This design comes from an exercise in tuning for small area, a short achievable clock period and few clock cycles on the open sky130 flow, not from production work. At most, simulation tests tie the RTL to the original design; equivalence was not proved. The RTL of run 2 was laid out without a check of its function. Power and IR drop assume default switching activity.

`design/flow/constraint.sdc`:
```
create_clock -name core_clock -period 50.0 [get_ports {clk}]
set_input_delay 10.0000 -clock core_clock [delete_from_list [all_inputs] [get_ports {clk}]]
set_output_delay 10.0000 -clock core_clock [all_outputs]
set_load 0.01 [all_outputs]
```
`design/flow/flow/run.sh`:
```
#!/bin/bash
# The standard layout, with two changes in how it is made:
#  - repair_timing is asked to leave a setup margin, so that the paths that
#    set the achieved period (bus outputs, din inputs, ALU) are sized and
#    buffered for a short period rather than only for the 50 ns clock;
#  - every port still gets its buffer, but a plain buf_2 is asked for rather
#    than the delay cells the port buffering otherwise picks.
# The SDC, clock period, synthesis and every other step are the standard ones.
set -euo pipefail
bash standard.sh SETUP_SLACK_MARGIN=38.4 "BUFFER_PORTS_ARGS=-buffer_cell sky130_fd_sc_hd__buf_2" finish > standard.log 2>&1
```
`design/flow/standard.sh`:
```
#!/bin/bash
# synth_recipe.tcl (not shown) runs the flow's synth.tcl, then flattens the netlist and writes it again
# the make line also repeats each setting of config.mk as NAME=value (left out here)
make -C /OpenROAD-flow-scripts/flow DESIGN_CONFIG=/design/flow/config.mk WORK_HOME=/design/flow/orfs CLKGATE_MAP_FILE= SYNTH_SCRIPT=/design/flow/synth_recipe.tcl "${@:-finish}"
```
`design/flow/config.mk`:
```
export PLATFORM = sky130hd
export DESIGN_NAME = processor_16b
export DESIGN_NICKNAME = processor_16b
export VERILOG_FILES = /design/flow/design.v
export SDC_FILE = /design/flow/constraint.sdc
export NUM_CORES = 4
export LEC_CHECK = 0
export CAP_MARGIN = 20
export CORE_MARGIN = 2
export CORE_UTILIZATION = 65
export CTS_BUF_LIST = sky130_fd_sc_hd__clkbuf_16
export CTS_CLUSTER_DIAMETER = 100
export CTS_CLUSTER_SIZE = 30
export PLACE_DENSITY = 0.8
export SLEW_MARGIN = 20
```
`design/flow/design.v`:
```
`timescale 1ns / 1ps
module processor_16b(
input clk, rst,
input [15:0] din,
output [15:0] dataout, address,
output [7:0] status,
output mem_wr
    );
    reg        exe;             
    reg        dv;              
    reg        mv;              
    reg [15:0] pc;              
    reg [15:0] ir;
    reg [15:0] opa, opb;        
    reg        fN, fZ, fC;
    reg [16:0] acc;             
    reg [3:0]  cnt;             
    reg        d_ua;            
    reg        d_ub;            
    reg        d_wr;            
    reg        d_cal;           
    reg        d_ill;           
    function legal_f;
        input [15:0] w;
        legal_f = (w[15:12] == 4'b0100) && (w[11:7] <= 5'd17);
    endfunction
    wire [2:0] wa = ir[8:6];
    wire [4:0] k  = ir[11:7];
    wire legal = legal_f(ir);
    wire op_add = legal && k == 5'd0;
    wire op_sub = legal && k == 5'd1;
    wire op_mul = legal && k == 5'd2;
    wire op_div = legal && k == 5'd4;
    wire op_inc = legal && k == 5'd5;
    wire op_dec = legal && k == 5'd6;
    wire op_and = legal && k == 5'd7;
    wire op_or  = legal && k == 5'd8;
    wire op_xor = legal && k == 5'd9;
    wire op_not = legal && k == 5'd10;
    wire op_ld  = legal && k == 5'd11;
    wire op_st  = legal && k == 5'd12;
    wire op_cal = legal && k == 5'd16;
    wire op_ret = legal && k == 5'd17;
    wire op_br  = legal && (k == 5'd13 || k == 5'd14 || k == 5'd15);
    wire [15:0] a = opa;
    wire [15:0] b = opb;
    wire        subm = op_sub || op_div;
    wire [15:0] yb   = op_inc ? 16'h0000 : op_dec ? 16'hFFFF : subm ? ~b : b;
    function [16:0] radd;
        input [15:0] x, y;
        input        ci;
        integer i;
        reg c;
        begin
            c = ci;
            for (i = 0; i < 16; i = i + 1) begin
                radd[i] = x[i] ^ y[i] ^ c;
                c = (x[i] & y[i]) | (c & (x[i] ^ y[i]));
            end
            radd[16] = c;
        end
    endfunction
    function [8:0] radd8;
        input [7:0] x, y;
        input       ci;
        integer i;
        reg c;
        begin
            c = ci;
            for (i = 0; i < 8; i = i + 1) begin
                radd8[i] = x[i] ^ y[i] ^ c;
                c = (x[i] & y[i]) | (c & (x[i] ^ y[i]));
            end
            radd8[8] = c;
        end
    endfunction
    function [16:0] csadd;
        input [15:0] x, y;
        input        ci;
        reg [8:0] lo, h0, h1;
        begin
            lo = radd8(x[7:0], y[7:0], ci);
            h0 = radd8(x[15:8], y[15:8], 1'b0);
            h1 = radd8(x[15:8], y[15:8], 1'b1);
            csadd = {lo[8] ? h1 : h0, lo[7:0]};
        end
    endfunction
    function gtf;
        input [15:0] x, y;                            
        integer i;
        reg c;
        begin
            c = 1'b0;
            for (i = 0; i < 16; i = i + 1)
                c = (y[i] & ~x[i]) | (c & ~(x[i] ^ y[i]));
            gtf = c;
        end
    endfunction
    wire [16:0] sum  = csadd(a, yb, subm || op_inc);
    wire        cry  = sum[16] ^ subm;                
    function [4:0] blen;
        input [15:0] x;
        integer i;
        begin
            blen = 5'd0;
            for (i = 0; i < 16; i = i + 1)
                if (x[i]) blen = i + 1;
        end
    endfunction
    wire [4:0] la = blen(a);
    wire [4:0] lb = blen(b);
    wire [3:0] d0 = la[3:0] - lb[3:0];
    wire b_zero = (b == 16'd0);
    wire div_one = (la == lb);                        
    wire b_gt_a = cry;                                
    wire div_trivial = b_zero || b_gt_a || div_one;    
    wire [15:0] rem   = opa;
    wire [15:0] bs    = b << cnt;
    wire [16:0] rsum  = csadd(rem, ~bs, 1'b1);
    wire [16:0] rdiff = {~rsum[16], rsum[15:0]};      
    wire        qbit  = ~rdiff[16];
    wire [15:0] qnext = {acc[14:0], qbit};
    function [2:0] topdig;                            
        input [15:0] x;
        begin
            if (x[15])              topdig = 3'd5;
            else if (|x[14:12])     topdig = 3'd4;
            else if (|x[11:9])      topdig = 3'd3;
            else if (|x[8:6])       topdig = 3'd2;
            else if (|x[5:3])       topdig = 3'd1;
            else                    topdig = 3'd0;
        end
    endfunction
    wire [2:0]  ja  = topdig(a);
    wire [2:0]  jb  = topdig(b);
    wire        swp = (ja < jb);
    wire [15:0] mx  = swp ? a : b;
    wire [15:0] mm  = swp ? b : a;
    wire [2:0]  mj0 = swp ? ja : jb;                  
    wire [2:0]  mj  = mv ? cnt[2:0] : mj0;
    reg  [2:0]  dg;
    always @(*) begin
        case (mj)
            3'd0: dg = mx[2:0];
            3'd1: dg = mx[5:3];
            3'd2: dg = mx[8:6];
            3'd3: dg = mx[11:9];
            3'd4: dg = mx[14:12];
            default: dg = {2'b00, mx[15]};
        endcase
    end
    wire [16:0] mbase = mv ? {acc[13:0], 3'b000} : 17'd0;
    wire [16:0] mres  = mbase + ({17{dg[0]}} & {1'b0, mm}) + ({17{dg[1]}} & {mm, 1'b0})
                      + ({17{dg[2]}} & {mm[14:0], 2'b00});
    wire        mlast = (mj == 3'd0);
    wire s_q   = dv;
    wire s_m   = mv || op_mul;
    wire s_sum = !dv && !mv && (op_add || op_sub || op_inc || op_dec);
    wire s_dv  = !dv && !mv && op_div;
    wire s_and = !dv && !mv && op_and;
    wire s_or  = !dv && !mv && op_or;
    wire s_xor = !dv && !mv && op_xor;
    wire s_not = !dv && !mv && op_not;
    wire s_b   = !(s_q || s_m || s_sum || s_dv || s_and || s_or || s_xor || s_not);
    wire [15:0] res = ({16{s_q}} & qnext) | ({16{s_m}} & mres[15:0]) | ({16{s_sum}} & sum[15:0])
                    | ({16{s_dv && b_zero}}) | {15'd0, s_dv && !b_gt_a}
                    | ({16{s_and}} & (a & b)) | ({16{s_or}} & (a | b)) | ({16{s_xor}} & (a ^ b))
                    | ({16{s_not}} & ~a) | ({16{s_b}} & b);
    wire setf = dv || mv || op_add || op_sub || op_mul || op_div;
    wire cres = (s_m && mres[16]) || (!dv && !mv && (op_add || op_sub) && cry);
    wire div_go  = op_div && !div_trivial;             
    wire div_end = dv && (cnt == 4'd0);
    wire mul_go  = op_mul && !mlast;                   
    wire mul_end = mv && mlast;
    wire seq = exe && !dv && !mv && legal && !(op_ld || op_st || op_cal || op_ret || div_go || mul_go);
    wire fetch = !exe || seq || div_end || mul_end;
    wire to_fetch = exe && (op_ld || op_st || op_cal || op_ret);
    wire wr_reg = exe && !dv && !mv && legal && !(op_st || op_cal || op_ret || op_br || div_go || mul_go) ||
                  div_end || mul_end;
    wire wr_fwd = wr_reg && !op_ld;
    assign address = d_ua ? a : d_ub ? b : pc;
    reg [15:0] pinc;
    integer pi;
    reg pcy;
    always @(*) begin
        pcy = 1'b1;
        for (pi = 0; pi < 16; pi = pi + 1) begin
            pinc[pi] = address[pi] ^ pcy;
            pcy = pcy & address[pi];
        end
    end
    assign dataout = d_cal ? pc : b;
    assign mem_wr  = d_wr;
    assign status  = d_ill ? 8'hF0 : 8'h00;
    wire [15:0] wdata = rst ? 16'd0 : op_ld ? din : res;
    wire [15:0] rf [0:7];
    genvar g;
    generate for (g = 0; g < 8; g = g + 1) begin : regs
        reg [15:0] r;
        wire en = rst || (wr_reg && wa == g);
        always @(posedge clk)
            if (en) r <= wdata;
        assign rf[g] = r;
    end endgenerate
    wire [2:0]  nfa = din[5:3];
    wire [2:0]  nsa = din[2:0];
    wire        fwa = wr_fwd && wa == nfa;
    wire        fwb = wr_fwd && wa == nsa;
    reg  [15:0] na, nb;
    integer ri;
    always @(*) begin
        na = {16{fwa}} & res;
        nb = {16{fwb}} & res;
        for (ri = 0; ri < 8; ri = ri + 1) begin
            na = na | ({16{nfa == ri && !(wr_fwd && wa == ri)}} & rf[ri]);
            nb = nb | ({16{nsa == ri && !(wr_fwd && wa == ri)}} & rf[ri]);
        end
    end
    wire        nz  = (wr_fwd && setf) ? (res == 16'd0) : fZ;
    wire [4:0]  nk  = din[11:7];
    wire        nl  = legal_f(din);
    always @(posedge clk)
        if (fetch) begin
            ir  <= din;
            opa <= na;
            opb <= nb;
        end else if (dv && qbit)
            opa <= rdiff[15:0];
    always @(posedge clk) begin
        if (rst || (!fetch && to_fetch)) begin
            d_ua <= 1'b0; d_ub <= 1'b0; d_wr <= 1'b0; d_cal <= 1'b0; d_ill <= 1'b0;
        end else if (fetch) begin
            d_ua  <= nl && (nk == 5'd12 || nk == 5'd16 || nk == 5'd17);
            d_ub  <= nl && (nk == 5'd11 || nk == 5'd13 || (nk == 5'd14 && nz) || (nk == 5'd15 && !nz));
            d_wr  <= nl && (nk == 5'd12 || nk == 5'd16);
            d_cal <= nl && nk == 5'd16;
            d_ill <= !nl;
        end
    end
    always @(posedge clk) begin
        if (div_go && exe && !dv && !mv) begin
            acc <= 17'd0;
            cnt <= d0;
        end else if (mul_go && exe && !dv && !mv) begin
            acc <= mres;
            cnt <= {1'b0, mj0 - 3'd1};
        end else if (dv) begin
            acc[15:0] <= qnext;
            cnt <= cnt - 4'd1;
        end else if (mv) begin
            acc <= mres;
            cnt <= cnt - 4'd1;
        end
    end
    always @(posedge clk) begin
        if (rst)
            {fN, fZ, fC} <= 3'b000;
        else if (wr_reg && setf)
            {fN, fZ, fC} <= {res[15], res == 16'd0, cres};
    end
    always @(posedge clk) begin
        if (rst) begin
            exe <= 1'b0;
            dv  <= 1'b0;
            mv  <= 1'b0;
            pc  <= 16'd0;
        end else begin
            if (fetch) begin
                pc  <= pinc;
                exe <= 1'b1;
            end else if (to_fetch) begin
                exe <= 1'b0;
                if (op_cal)
                    pc <= b;
                if (op_ret)
                    pc <= din;
            end
            if (div_go && exe && !dv && !mv)
                dv <= 1'b1;
            else if (div_end)
                dv <= 1'b0;
            if (mul_go && exe && !dv && !mv)
                mv <= 1'b1;
            else if (mul_end)
                mv <= 1'b0;
        end
    end
endmodule
```
==> summary.txt, run 1 <==
status=finished clean; slew of the pin with the lowest slew margin=1.08 ns; clock sink total=214; Synth Flop Type=edfxtp_1; placed cell area=17100 µm²; Max stage delay on crit path=0.58 ns; cell count along the critical path=4; final WL=62800 µm; Starting Density=66.0%; fraction of layout cells with a size suffix above 1=15.3%; synthesis warning total=1; post-synth design cell area=16500 µm²; worst hold path class=reg -> reg; VDD IR max=0.0000479 V; P per Cell Area=35.1 nW/µm²; Num CTS Buffers=13; Setup TNS=0 ns; flops & latches, synth=214; dominant cell type by area after synthesis=edfxtp_1; final hold slack=0.486 ns; Arr. time, crit path=1.65 ns; GPL Wtd Cong=1.10; Syn Inst Count=1725; Final #Nets=1890; via density per instance=7.55; Rel. slew slack=27.8%; drt pass-1 iters=10; critical path capture point type=output port; Hold Vio Cnt, Final=0; final setup violation count=0; DRT antenna net count=0; critical path type=reg -> out; root buf cell=clkbuf_16; share of the synthesized area in the top cell type=31.6%; CTS tree=yes; sequential share of the synthesized area=36.5%; Final Util=72.0%; Final Cell Area=18000 µm²; Tcrit/Tclk final=23.3%; worst-path cell chain=buf_6 > mux2i_4 > o21ai_2 > buf_2; startpoint class of the critical path=flop; fmax=85.8 MHz; Avg Synthesized Cell Area=9.58 µm²; cts hold-fix bufs=0; CTS clock-pin slew for the worst setup and hold paths=0.10 ns; Top Ports=59; WL/cell=30.2 µm; Synth async-reset ratio=0%; Crit path max-delay family=flip-flops; crit path max fanout=3; H-tree Lvls=1; clk_skew=0.0304 ns; Final min period=11.65 ns; DP HPWL=43300 µm; EDFF count, synth=174; grt total ovfl=0; synthesis-to-layout area growth=9.14%; Synth area leaders=edfxtp_1, fa_1, ha_1, dfxtp_1, mux2i_1; hold path cells=2; initial antenna violation count=1; 1st-iter DRT viols=2902; Clock Latency Late Sink=0.52 ns; Vias=15681; Lkg Pwr=7.06 nW; Cell Rows=58; Final Max Tran Viols=0; setup repair after global routing missed its margin=true; die height=163 µm; FF-to-FF path depth=34; Max Cap Viol=0; input/output buffers=54; DRC viols=0; Worst Path Required=40.00 ns; largest net degree at the start of global routing=50; die width=163 µm; total track usage=47.1%; first-pass GRT wire length=92900 µm; Antenna Cells=0; vias in the first global route=14908; core area=25000 µm²; worst path buffer plus inverter count=2; CTS max path bufs=3; Netlist cell types=92; die area=26700 µm²; slowest CP cell=edfxtp_1
[placed cells by master, fill, tap and decap left out, drive strengths merged, types with 33 or more instances in the layout]
cell / synthesis / routed
a21oi: 100 / 100
a222oi: 33 / 33
a22oi: 51 / 51
buf: 53 / 143
dfxtp: 40 / 40
edfxtp: 174 / 174
fa: 56 / 56
ha: 74 / 74
inv: 76 / 74
mux2i: 69 / 69
nand2: 169 / 169
nor2: 150 / 150
nor3: 35 / 35
o211ai: 38 / 38
o21ai: 90 / 90
[per-stage QoR]
| stage | std cells | worst slack [ns] | total power [mW] |
|---|---|---|---|
| global placement | 2021 | 37.86 | 0.487 |
| finish | 2077 | 38.35 | 0.632 |
| floorplan | 1728 | 38.41 | 0.411 |
| global route | 2077 | 38.28 | 0.659 |
| CTS | 2063 | 38.34 | 0.617 |
| detailed placement | 2023 | 37.86 | 0.492 |
[cell type report]
cell class	count	area, µm²
fill	1907	7010
clock inverter	7	106
timing repair buffer	143	1040
inverter	83	389
multi-input combinational	1287	9720
sequential	214	6040
clock buffer	13	325
tap	330	413
[sequential cells by signal, indices dropped and copies added (netlist names)]
name	count
regs.r	128
opa	16
opb	16
pc	16
acc	15
ir	10
cnt	4
d_cal	1
d_ill	1
d_ua	1
d_ub	1
d_wr	1
dv	1
exe	1
fZ	1
mv	1
[per-layer routing]
metal | track usage, % | part of all wire (%)
met5 | 0 | 0.025
met2 | 70.4 | 43
met1 | 58.8 | 34
met3 | 15.0 | 14
met4 | 30.8 | 8.8
[synth_stat cells (12+ instances only)]
cell      count
buf_1        13
fa_1         56
inv_1        76
o21ai_0      86
o22ai_1      15
a22oi_1      51
or2_2        23
a21oi_1     100
mux2i_1      69
o211ai_1     38
dfxtp_1      40
xnor2_1      16
nand3_1      32
nor3_1       31
a22o_1       31
edfxtp_1    174
nor2_1      148
buf_2        29
nand2b_1     21
ha_1         74
a211oi_1     31
xor2_1       16
nand2_1     169
a222oi_1     33
nor2b_1      12
clkbuf_1     91
a221oi_1     28
[worst min-delay path, stage by stage, from the launching register on]
cell and delay [ns]:
dfxtp_1 0.34, nand2_1 0.06, a21oi_1 0.05
[path summary, 6_finish.rpt]
| check | start | endpoint | slack (ns) |
|---|---|---|---|
| worst max-delay path | opb[2]$_DFFE_PN_ | address[2] | 38.35 |
| worst min-delay path | acc[5]$_SDFFE_PP0P_ | acc[5]$_SDFFE_PP0P_ | 0.49 |
| worst max register to register | ir[13]$_DFFE_PN_ | d_ub$_SDFFE_PP0N_ | 38.56 |
| worst min register to register | acc[5]$_SDFFE_PP0P_ | acc[5]$_SDFFE_PP0P_ | 0.49 |
[report_power, final]
group / total [mW] / internal, mW / switching [mW]
clock network: 0.121 / 0.0523 / 0.0686
registers: 0.230 / 0.214 / 0.0159
logic: 0.282 / 0.104 / 0.178
[logic make-up after synthesis]
kind of cell               count (synthesis)  share of synthesized area [%]
AOI/OAI and AO/OA                        533                           23.8
xor gates and xnor gates                  33                           1.83
adders and majority gates                130                           12.4
buffers and inverters                    227                           5.65
DFF                                      214                           36.5
muxes                                     76                           5.07
other                                      1                         0.0227
and+or+nand+nor                          511                           14.8
[repair_timing]
action / CTS / global route
pin swaps: 0 / 1
setup buffers: 20 / 14
resized for setup: 53 / 36
setup endpoints to repair: 64 / 63
Testbench counts, summed over its fixed seeds: cycles 29,935.
==> run 2: changes to the inputs <==
--- a/design/flow/design.v
+++ b/design/flow/design.v
@@ -86,4 +86,40 @@
         end
     endfunction
+    function [4:0] radd4;
+        input [3:0] x, y;
+        input       ci;
+        integer i;
+        reg c;
+        begin
+            c = ci;
+            for (i = 0; i < 4; i = i + 1) begin
+                radd4[i] = x[i] ^ y[i] ^ c;
+                c = (x[i] & y[i]) | (c & (x[i] ^ y[i]));
+            end
+            radd4[4] = c;
+        end
+    endfunction
+    function [16:0] csadd4;
+        input [16:0] x, y;
+        reg [4:0] b0, b10, b11, b20, b21, b30, b31;
+        reg c1, c2, c3;
+        reg [3:0] s1, s2, s3;
+        begin
+            b0  = radd4(x[3:0], y[3:0], 1'b0);
+            b10 = radd4(x[7:4], y[7:4], 1'b0);
+            b11 = radd4(x[7:4], y[7:4], 1'b1);
+            b20 = radd4(x[11:8], y[11:8], 1'b0);
+            b21 = radd4(x[11:8], y[11:8], 1'b1);
+            b30 = radd4(x[15:12], y[15:12], 1'b0);
+            b31 = radd4(x[15:12], y[15:12], 1'b1);
+            c1 = b0[4];
+            s1 = c1 ? b11[3:0] : b10[3:0];
+            c2 = c1 ? b11[4] : b10[4];
+            s2 = c2 ? b21[3:0] : b20[3:0];
+            c3 = c2 ? b21[4] : b20[4];
+            s3 = c3 ? b31[3:0] : b30[3:0];
+            csadd4 = {x[16] ^ y[16] ^ (c3 ? b31[4] : b30[4]), s3, s2, s1, b0[3:0]};
+        end
+    endfunction
     function gtf;
         input [15:0] x, y;                            
@@ -113,5 +149,5 @@
     wire b_zero = (b == 16'd0);
     wire div_one = (la == lb);                        
-    wire b_gt_a = cry;                                
+    wire b_gt_a = gtf(a, b);
     wire div_trivial = b_zero || b_gt_a || div_one;    
     wire [15:0] rem   = opa;
@@ -151,6 +187,12 @@
     end
     wire [16:0] mbase = mv ? {acc[13:0], 3'b000} : 17'd0;
-    wire [16:0] mres  = mbase + ({17{dg[0]}} & {1'b0, mm}) + ({17{dg[1]}} & {mm, 1'b0})
-                      + ({17{dg[2]}} & {mm[14:0], 2'b00});
+    wire [16:0] mp0 = {17{dg[0]}} & {1'b0, mm};
+    wire [16:0] mp1 = {17{dg[1]}} & {mm, 1'b0};
+    wire [16:0] mp2 = {17{dg[2]}} & {mm[14:0], 2'b00};
+    wire [16:0] ms1 = mbase ^ mp0 ^ mp1;
+    wire [16:0] mc1 = {(mbase[15:0] & mp0[15:0]) | (mbase[15:0] & mp1[15:0]) | (mp0[15:0] & mp1[15:0]), 1'b0};
+    wire [16:0] ms2 = ms1 ^ mc1 ^ mp2;
+    wire [16:0] mc2 = {(ms1[15:0] & mc1[15:0]) | (ms1[15:0] & mp2[15:0]) | (mc1[15:0] & mp2[15:0]), 1'b0};
+    wire [16:0] mres = csadd4(ms2, mc2);
     wire        mlast = (mj == 3'd0);
     wire s_q   = dv;
@@ -163,8 +205,20 @@
     wire s_not = !dv && !mv && op_not;
     wire s_b   = !(s_q || s_m || s_sum || s_dv || s_and || s_or || s_xor || s_not);
-    wire [15:0] res = ({16{s_q}} & qnext) | ({16{s_m}} & mres[15:0]) | ({16{s_sum}} & sum[15:0])
+    wire [15:0] resz = ({16{s_q}} & qnext) | ({16{s_sum}} & sum[15:0])
                     | ({16{s_dv && b_zero}}) | {15'd0, s_dv && !b_gt_a}
                     | ({16{s_and}} & (a & b)) | ({16{s_or}} & (a | b)) | ({16{s_xor}} & (a ^ b))
                     | ({16{s_not}} & ~a) | ({16{s_b}} & b);
+    wire [15:0] res = resz | ({16{s_m}} & mres[15:0]);
+    function [4:0] tzc;                               
+        input [15:0] x;
+        integer i;
+        begin
+            tzc = 5'd16;
+            for (i = 15; i >= 0; i = i - 1)
+                if (x[i]) tzc = i;
+        end
+    endfunction
+    wire [5:0] tzs  = {1'b0, tzc(a)} + {1'b0, tzc(b)};
+    wire       zres = s_m ? (tzs >= 6'd16) : (resz == 16'd0);
     wire setf = dv || mv || op_add || op_sub || op_mul || op_div;
     wire cres = (s_m && mres[16]) || (!dv && !mv && (op_add || op_sub) && cry);
@@ -217,5 +271,5 @@
         end
     end
-    wire        nz  = (wr_fwd && setf) ? (res == 16'd0) : fZ;
+    wire        nz  = (wr_fwd && setf) ? zres : fZ;
     wire [4:0]  nk  = din[11:7];
     wire        nl  = legal_f(din);
@@ -257,5 +311,5 @@
             {fN, fZ, fC} <= 3'b000;
         else if (wr_reg && setf)
-            {fN, fZ, fC} <= {res[15], res == 16'd0, cres};
+            {fN, fZ, fC} <= {res[15], zres, cres};
     end
     always @(posedge clk) begin
==> design/flow/flow/run.sh (replaced) <==
#!/bin/bash
# The standard layout, unchanged except that repair_timing is asked to
# leave a setup margin, so that the paths that set the achieved period (bus
# outputs, din inputs, ALU) are sized and buffered for a short period rather
# than only for the 50 ns clock. The SDC, clock period and every other step
# are the standard ones.
set -euo pipefail
bash standard.sh SETUP_SLACK_MARGIN=38 finish > standard.log 2>&1
--- a/design/flow/config.mk
+++ b/design/flow/config.mk
@@ -8,8 +8,8 @@
 export CAP_MARGIN = 20
 export CORE_MARGIN = 2
-export CORE_UTILIZATION = 65
+export CORE_UTILIZATION = 55
 export CTS_BUF_LIST = sky130_fd_sc_hd__clkbuf_16
-export CTS_CLUSTER_DIAMETER = 100
-export CTS_CLUSTER_SIZE = 30
-export PLACE_DENSITY = 0.8
+export CTS_CLUSTER_DIAMETER = 80
+export CTS_CLUSTER_SIZE = 25
+export PLACE_DENSITY = 0.7
 export SLEW_MARGIN = 20
==> run 2 against run 1 <==
Clock skew decreased by 0.0047 ns. Sequential cell count unchanged. Register-to-register slack got worse by 0.11 ns. Clock power increased by 17%. Core utilization decreased by 8.8 points. Cell area increased by 7.5%. Sequential share of layout area decreased by 2.3 points. Hold slack improved by 0.022 ns. Critical path type unchanged. Largest cell class unchanged. Highest routed layer is now met4.
==> summary.txt, run 2 <==
Cell Rows=64; H-tree Lvls=1; grt total ovfl=0; Final #Nets=2077; Arr. time, crit path=2.01 ns; Post-Layout Cell Count=2312; most frequent cells in the layout=nand2_1, nor2_1, edfxtp_1, a21oi_1, buf_4; pre-CTS setup slack=37.21 ns; final worst slack=37.99 ns; dominant cell type by area after synthesis=edfxtp_1; 1st-iter DRT viols=2491; drt pass-1 iters=9; Vias=16595; DRT antenna net count=0; via density per instance=7.18; Synth Flop Type=edfxtp_1; root buf cell=clkbuf_16; Synth async-reset ratio=0%; Pwr Total=651 µW; Synth area leaders=edfxtp_1, fa_1, ha_1, dfxtp_1, nand2_1; cts hold-fix bufs=0; placed cell area=18200 µm²; Lkg Pwr=7.56 nW; setup repair after global routing missed its margin=true; Netlist cell types=92; Top Ports=59; clock sink total=214; sequential share of the synthesized area=35.1%; CTS clock-pin slew for the worst setup and hold paths=0.09 ns; input/output buffers=54; vias in the first global route=16192; Final Util=63.2%; total track usage=41.9%; Syn Inst Count=1870; DP HPWL=47800 µm; synthesis-to-layout area growth=12.9%; commonest non-fill, non-tap cell in the layout=nand2_1; final setup violation count=0; Final Cell Area=19400 µm²; Clock Latency Late Sink=0.53 ns; die width=181 µm; critical path capture point type=output port; slew of the pin with the lowest slew margin=1.16 ns; final hold slack=0.508 ns; Max Cap Viol=0; Avg Synthesized Cell Area=9.18 µm²; flops & latches, synth=214; post-synth design cell area=17200 µm²; EDFF count, synth=174; Starting Density=56.0%; die area=32600 µm²; first-pass GRT wire length=103000 µm; crit path max fanout=16; share of the synthesized area in the top cell type=30.4%; P per Cell Area=33.6 nW/µm²; fmax=83.3 MHz; synthesis warning total=1; die height=181 µm; met3 Usage GRT=12.8%; met1 global-route usage=52.4%; clk_skew=0.0257 ns; WL/cell=30.1 µm; grt peak-use layer=met2; initial antenna violation count=1; most frequent cell after synthesis=nand2_1; largest net degree at the start of global routing=64; met2 usage=63.3%; most flop-heavy register=regs.r; Final Max Tran Viols=0; worst hold path class=reg -> reg; fraction of layout cells with a size suffix above 1=12.0%; core area=30700 µm²; VDD IR max=0.0000286 V; Setup TNS=0 ns; Hold Vio Cnt, Final=0; Rel. slew slack=21.9%; status=finished clean; Tcrit/Tclk final=24.0%; CTS tree=yes; Worst Path Required=40.00 ns; Filler Cells Inserted=2547; CTS max path bufs=3; Final min period=12.01 ns; commonest cells in the netlist=nand2_1, nor2_1, edfxtp_1; final WL=69600 µm; Num CTS Buffers=16; startpoint class of the critical path=flop; max reg flops=128; critical path type=reg -> out; DRC viols=0; GPL Wtd Cong=1.06; DP Cell Count=2242
-- run 2: cell types whose count changed after synthesis, moves of 14 or more --
| cell | change |
|---|---|
| ha_1 | +15 |
| clkbuf_1 | +14 |
| a32oi_1 | +16 |
| a21oi_1 | +32 |
| nand2_1 | +30 |
| a22oi_1 | -24 |
| nor2_1 | +27 |
| buf_2 | -16 |
| a211oi_1 | +17 |
-- run 2: worst paths after layout --
check	slack, ns	startpoint	cells past startpoint	end
max	37.99	opb[9]$_DFFE_PN_	4	dataout[9]
min	0.51	acc[13]$_SDFFE_PP0P_	2	acc[14]$_SDFFE_PP0P_
max reg2reg	38.45	opb[13]$_DFFE_PN_	36	regs[0].r[15]$_DFFE_PP_
min reg2reg	0.51	acc[13]$_SDFFE_PP0P_	2	acc[14]$_SDFFE_PP0P_
-- run 2: area by class of cell --
type,count,area [µm²],area share [%]
clock buffer,17,425,2.20
tap,396,495,2.56
multi-input combinational,1422,10400,53.7
sequential,214,6040,31.2
antenna,1,2.50,0.0129
inverter,92,394,2.03
clock inverter,8,128,0.659
timing repair buffer,162,1490,7.70
-- run 2: layer usage --
metal / up-vias / wire length [µm] / share of wire [%]
met5: - / 0 / 0
met4: 0 / 5290 / 7.6
met3: 349 / 9350 / 13
met2: 1317 / 30000 / 43
met1: 7850 / 24900 / 36
li1: 7079 / - / -
-- run 2: cells by family after synthesis --
group / Yosys count / synth area share [%]
compound gates: 589 / 24.5
xor+xnor: 24 / 1.22
fa+ha+maj: 151 / 13.7
buf+inv: 237 / 5.57
flops: 214 / 35.1
mux: 70 / 4.13
other cells: 1 / 0.0219
simple gates: 584 / 15.8
-- run 2: where the power goes --
group | internal (mW) | total, mW | switching [mW]
logic | 0.103 | 0.280 | 0.177
registers | 0.214 | 0.229 | 0.0153
clock network | 0.0671 | 0.142 | 0.0750
total | 0.384 | 0.651 | 0.267
-- run 2: critical path, cell delays in order, from the launching register on --
cell and delay, ns:
edfxtp_1 0.39, buf_12 0.19, clkinvlp_4 0.12, o21ai_0 0.20
clkdlybuf4s50_1 0.58
-- run 2: repair_timing --
action	CTS	global route
pin swaps	0	2
setup buffers	35	9
resized for setup	82	33
endpoints found under the setup margin	59	46

[port drivers added, routing unchanged]
The results above use ideal ports. As a check the final layouts listed here were re-extracted and re-timed, cells and wires unchanged. Step 1, drivers: a clkbuf_16 drives clk and a buf_2 each remaining input, both assumed. Step 2, shift: input delay + t, output delay - t, t = (earliest + latest rising clock arrival at the registers) / 2. This alone moves slack from input paths to output paths. Three values: no drivers, after step 1, after step 2; two values: the first two.
run	t (ns)	setup slack, ns	hold slack, ns	clock arrival spread, ns	worst slew at a driven data input, ns
run 1	0.561	38.349 / 38.294 / 37.951	0.486 / 0.486 / 0.486	0.031 / 0.031	0.03
run 2	0.581	37.994 / 37.935 / 37.504	0.508 / 0.508 / 0.508	0.026 / 0.026	0.05
After both steps setup and hold are still met in every run listed. The setup slack of run 2, which loses most, moves by -0.059 ns with the drivers and by -0.490 ns with both steps.
